Source: an optimization exercise on an open RTL-to-GDS flow (aim: small area and a short achievable clock period). Production flows keep margins and buffers that such runs may drop.
RTL that was checked went through simulation tests only; none was proved equivalent to the original.
No activity file was given, so power comes from the tool's default toggle rates.

Setup of old:
==> module CPU, before the edit <==
module CPU(
    input clock,
    input Load,
    input reset,
    input [7:0] data_in,
    output [7:0] Instruction,
    output [7:0] Acc,
    output [7:0] Mem,
    output [4:0] Program_counter
    );
    reg [7:0] ir;        
    reg [4:0] pc;
    reg [4:0] mar;       
    reg [2:0] xop;       
    reg       run;
    reg [7:0] acc;
    reg [7:0] mdr;       
    reg [31:0] vld;      
    reg [255:0] mem;     
    wire [2:0] op = ir[7:5];
    wire [4:0] ad = ir[4:0];
    wire issue = ~Load & (|op);
    wire xalu = xop[2] ^ xop[1];             
    wire xsto = xop == 3'b110;
    wire acc_we = run & ~Load & xalu;
    wire mem_we = run & ~Load & xsto;
    wire [7:0] a = acc;
    wire [7:0] b = mdr;
    wire [7:0] p = a ^ b;
    wire [7:0] g = a & b;
    wire [7:0] o = a | b;
    wire [7:0] g1, p1, g2, p2, g3;
    genvar i;
    generate
        for (i = 0; i < 8; i = i + 1) begin : l1
            if (i % 2 == 1) begin : m
                assign g1[i] = g[i] | (p[i] & g[i-1]);
                assign p1[i] = p[i] & p[i-1];
            end else begin : k
                assign g1[i] = g[i];
                assign p1[i] = p[i];
            end
        end
        for (i = 0; i < 8; i = i + 1) begin : l2
            if (i % 4 >= 2) begin : m
                assign g2[i] = g1[i] | (p1[i] & g1[(i/4)*4+1]);
                assign p2[i] = p1[i] & p1[(i/4)*4+1];
            end else begin : k
                assign g2[i] = g1[i];
                assign p2[i] = p1[i];
            end
        end
        for (i = 0; i < 8; i = i + 1) begin : l3
            if (i >= 4) begin : m
                assign g3[i] = g2[i] | (p2[i] & g2[3]);
            end else begin : k
                assign g3[i] = g2[i];
            end
        end
    endgenerate
    wire [7:0] sum = p ^ {g3[6:0], 1'b0};
    reg [7:0] alu;
    always @(*) begin
        case ({xop[2], xop[0]})
            2'b00: alu = sum;    
            2'b01: alu = g;      
            2'b10: alu = p;      
            default: alu = b;    
        endcase
    end
    wire z_add = ~p[0] & (&(p[7:1] ~^ o[6:0]));
    reg zalu;
    always @(*) begin
        case ({xop[2], xop[0]})
            2'b00: zalu = z_add;
            2'b01: zalu = ~|g;
            2'b10: zalu = ~|p;
            default: zalu = ~|b;
        endcase
    end
    wire zero = xalu ? zalu : ~|a;
    wire [3:0] rda = 4'b1 << ad[1:0];
    wire [7:0] rdb = 8'b1 << ad[4:2];
    wire [31:0] rsel;
    wire [7:0] rdata;
    generate
        for (i = 0; i < 32; i = i + 1) begin : rs
            assign rsel[i] = rda[i % 4] & rdb[i / 4] & vld[i];
        end
        for (i = 0; i < 8; i = i + 1) begin : rb
            wire [31:0] t;
            genvar j;
            for (j = 0; j < 32; j = j + 1) begin : w
                assign t[j] = rsel[j] & mem[8*j + i];
            end
            wire r1b = rda[3] & rdb[6] & ~vld[27];
            wire r1c = rda[0] & rdb[7] & ~vld[28];
            assign rdata[i] = (|t) | r1b | ((i % 2 == 1) ? r1c : 1'b0);
        end
    endgenerate
    wire fwd = mem_we & (mar == ad);
    always @(posedge clock or posedge reset) begin
        if (reset) begin
            ir  <= 8'd0;
            pc  <= 5'd0;
            mar <= 5'd0;
            xop <= 3'd0;
            run <= 1'b0;
            acc <= 8'd0;
            mdr <= 8'd0;
            vld <= 32'd0;
        end else begin
            ir  <= data_in;
            run <= issue;
            if (issue) begin
                mar <= ad;
                xop <= op;
                if (op == 3'b111)
                    pc <= ad;
                else if (op == 3'b001 && zero)
                    pc <= pc + 5'd2;
                else
                    pc <= pc + 5'd1;
                mdr <= fwd ? acc : rdata;
            end else if (mem_we) begin
                mdr <= acc;
            end
            if (acc_we)
                acc <= alu;
            vld <= vld | wsel;
        end
    end
    wire [3:0] wra = 4'b1 << mar[1:0];
    wire [7:0] wrb = 8'b1 << mar[4:2];
    wire [31:0] wsel;
    generate
        for (i = 0; i < 32; i = i + 1) begin : ws
            assign wsel[i] = mem_we & wra[i % 4] & wrb[i / 4];
            always @(posedge clock) begin
                if (wsel[i])
                    mem[8*i +: 8] <= acc;
            end
        end
    endgenerate
    assign Instruction = ir;
    assign Acc = acc;
    assign Mem = mdr;
    assign Program_counter = pc;
endmodule
==> flow/config.mk <==
export PLATFORM = sky130hd
export DESIGN_NAME = CPU
export DESIGN_NICKNAME = CPU
export VERILOG_FILES = /design/flow/design.v
export SDC_FILE = /design/flow/constraint.sdc
export NUM_CORES = 4
export LEC_CHECK = 0
export CAP_MARGIN = 20
export CORE_MARGIN = 2
export CORE_UTILIZATION = 40
export SLEW_MARGIN = 20
==> flow/constraint.sdc <==
create_clock -name core_clock -period 6.2 [get_ports {clock}]
set_input_delay 1.2400 -clock core_clock [delete_from_list [all_inputs] [get_ports {clock}]]
set_output_delay 1.2400 -clock core_clock [all_outputs]
set_load 0.01 [all_outputs]
run.sh (not shown) runs the stock make flow with config.mk's settings and CLKGATE_MAP_FILE= SYNTH_SCRIPT=/design/flow/synth_recipe.tcl, a recipe that flattens the netlist after the stock synthesis.
old: done, clean on timing, DRC and antenna
Relative to old, the following input files were edited for new:
==> flow/design.v, changed modules only <==
module CPU(
    input clock,
    input Load,
    input reset,
    input [7:0] data_in,
    output [7:0] Instruction,
    output [7:0] Acc,
    output [7:0] Mem,
    output [4:0] Program_counter
    );
    reg [7:0] ir;        
    reg [4:0] pc;
    reg [4:0] mar;       
    reg [2:0] xop;       
    reg       run;
    reg [7:0] acc;
    reg [7:0] mdr;       
    reg [31:0] vld;      
    reg [255:0] mem;     
    wire [2:0] op = ir[7:5];
    wire [4:0] ad = ir[4:0];
    wire issue = ~Load & (|op);
    wire xalu = xop[2] ^ xop[1];             
    wire xsto = xop == 3'b110;
    wire acc_we = run & ~Load & xalu;
    wire mem_we = run & ~Load & xsto;
    wire [7:0] a = acc;
    wire [7:0] b = mdr;
    wire [7:0] p = a ^ b;
    wire [7:0] g = a & b;
    wire [7:0] o = a | b;
    wire [7:0] g1, p1, g2, p2, g3;
    genvar i;
    generate
        for (i = 0; i < 8; i = i + 1) begin : l1
            if (i % 2 == 1) begin : m
                assign g1[i] = g[i] | (p[i] & g[i-1]);
                assign p1[i] = p[i] & p[i-1];
            end else begin : k
                assign g1[i] = g[i];
                assign p1[i] = p[i];
            end
        end
        for (i = 0; i < 8; i = i + 1) begin : l2
            if (i % 4 >= 2) begin : m
                assign g2[i] = g1[i] | (p1[i] & g1[(i/4)*4+1]);
                assign p2[i] = p1[i] & p1[(i/4)*4+1];
            end else begin : k
                assign g2[i] = g1[i];
                assign p2[i] = p1[i];
            end
        end
        for (i = 0; i < 8; i = i + 1) begin : l3
            if (i >= 4) begin : m
                assign g3[i] = g2[i] | (p2[i] & g2[3]);
            end else begin : k
                assign g3[i] = g2[i];
            end
        end
    endgenerate
    wire [7:0] sum = p ^ {g3[6:0], 1'b0};
    reg [7:0] alu;
    always @(*) begin
        case ({xop[2], xop[0]})
            2'b00: alu = sum;    
            2'b01: alu = g;      
            2'b10: alu = p;      
            default: alu = b;    
        endcase
    end
    wire z_add = ~p[0] & (&(p[7:1] ~^ o[6:0]));
    reg zalu;
    always @(*) begin
        case ({xop[2], xop[0]})
            2'b00: zalu = z_add;
            2'b01: zalu = ~|g;
            2'b10: zalu = ~|p;
            default: zalu = ~|b;
        endcase
    end
    wire zero = xalu ? zalu : ~|a;
    reg [7:0] rdata;
    integer k;
    always @(*) begin
        rdata = 8'h00;
        for (k = 0; k < 32; k = k + 1)
            if (ad == k) begin
                if (vld[k])
                    rdata = mem[8*k +: 8];
                else if (k == 27)
                    rdata = 8'hFF;
                else if (k == 28)
                    rdata = 8'hAA;
            end
    end
    wire fwd = mem_we & (mar == ad);
    always @(posedge clock or posedge reset) begin
        if (reset) begin
            ir  <= 8'd0;
            pc  <= 5'd0;
            mar <= 5'd0;
            xop <= 3'd0;
            run <= 1'b0;
            acc <= 8'd0;
            mdr <= 8'd0;
            vld <= 32'd0;
        end else begin
            ir  <= data_in;
            run <= issue;
            if (issue) begin
                mar <= ad;
                xop <= op;
                if (op == 3'b111)
                    pc <= ad;
                else if (op == 3'b001 && zero)
                    pc <= pc + 5'd2;
                else
                    pc <= pc + 5'd1;
                mdr <= fwd ? acc : rdata;
            end else if (mem_we) begin
                mdr <= acc;
            end
            if (acc_we)
                acc <= alu;
            if (mem_we)
                vld[mar] <= 1'b1;
        end
    end
    always @(posedge clock) begin
        if (mem_we)
            mem[8*mar +: 8] <= acc;
    end
    assign Instruction = ir;
    assign Acc = acc;
    assign Mem = mdr;
    assign Program_counter = pc;
endmodule
- When the final numbers for old and new were put side by side, the routability-driven placement congestion ratio turned out to be smaller in new.
- Between new and old, it is new whose total clock buffers created by CTS is higher, by 1.
- Between new and old, it is new whose global-route wire length before repair is higher, by about 17%.
- Detailed-route vias per instance in new is 0.13 below old.
- Looking at number of iterations in the first detailed-routing pass across old and new, the one that comes out higher is old.
- Per-instance average area after synthesis ends up lower on new.
- Wire length (higher): new
- Going from old to new, non-clock buffer count shrinks by 1.8%.
- new supports a higher top clock frequency than old.
- Per the comparison of new with old, minimum period implied by the final worst setup slack dropped 40 ps; synthesized area climbed about 22%; proportion of power drawn by flip-flops and latches dropped 0.7 points.
- Capture point of the critical path: mdr[5] -> new, Acc[0] -> old
Only the layout flow was run in new; the RTL was not checked for function there.

-- what the ideal ports hide --
The results above use ideal ports. As a check the final layouts listed here were re-extracted and re-timed, cells and wires unchanged.
Step 1: set_driving_cell puts a clkbuf_16 on clock and a buf_2 on each other input, an assumption about the parent block.
Step 2 moves the port delays by t, midway between the first and last clock arrival at a register: inputs arrive t later, outputs are due t later. That takes back most of the time a late clock gives input paths.
Slacks: ideal ports / drivers / drivers and shift; pairs: ideal ports / drivers.
run	t, ns	slack for setup (ns)	worst data-port slew with drivers (ns)
old	0.573	2.447 / 2.397 / 2.126	0.03
new	0.578	2.487 / 2.487 / 2.031	0.04
After both steps every run listed still meets setup and hold. The setup slack of new, which loses most, moves by 0.000 ns with the drivers and by -0.456 ns with both steps.
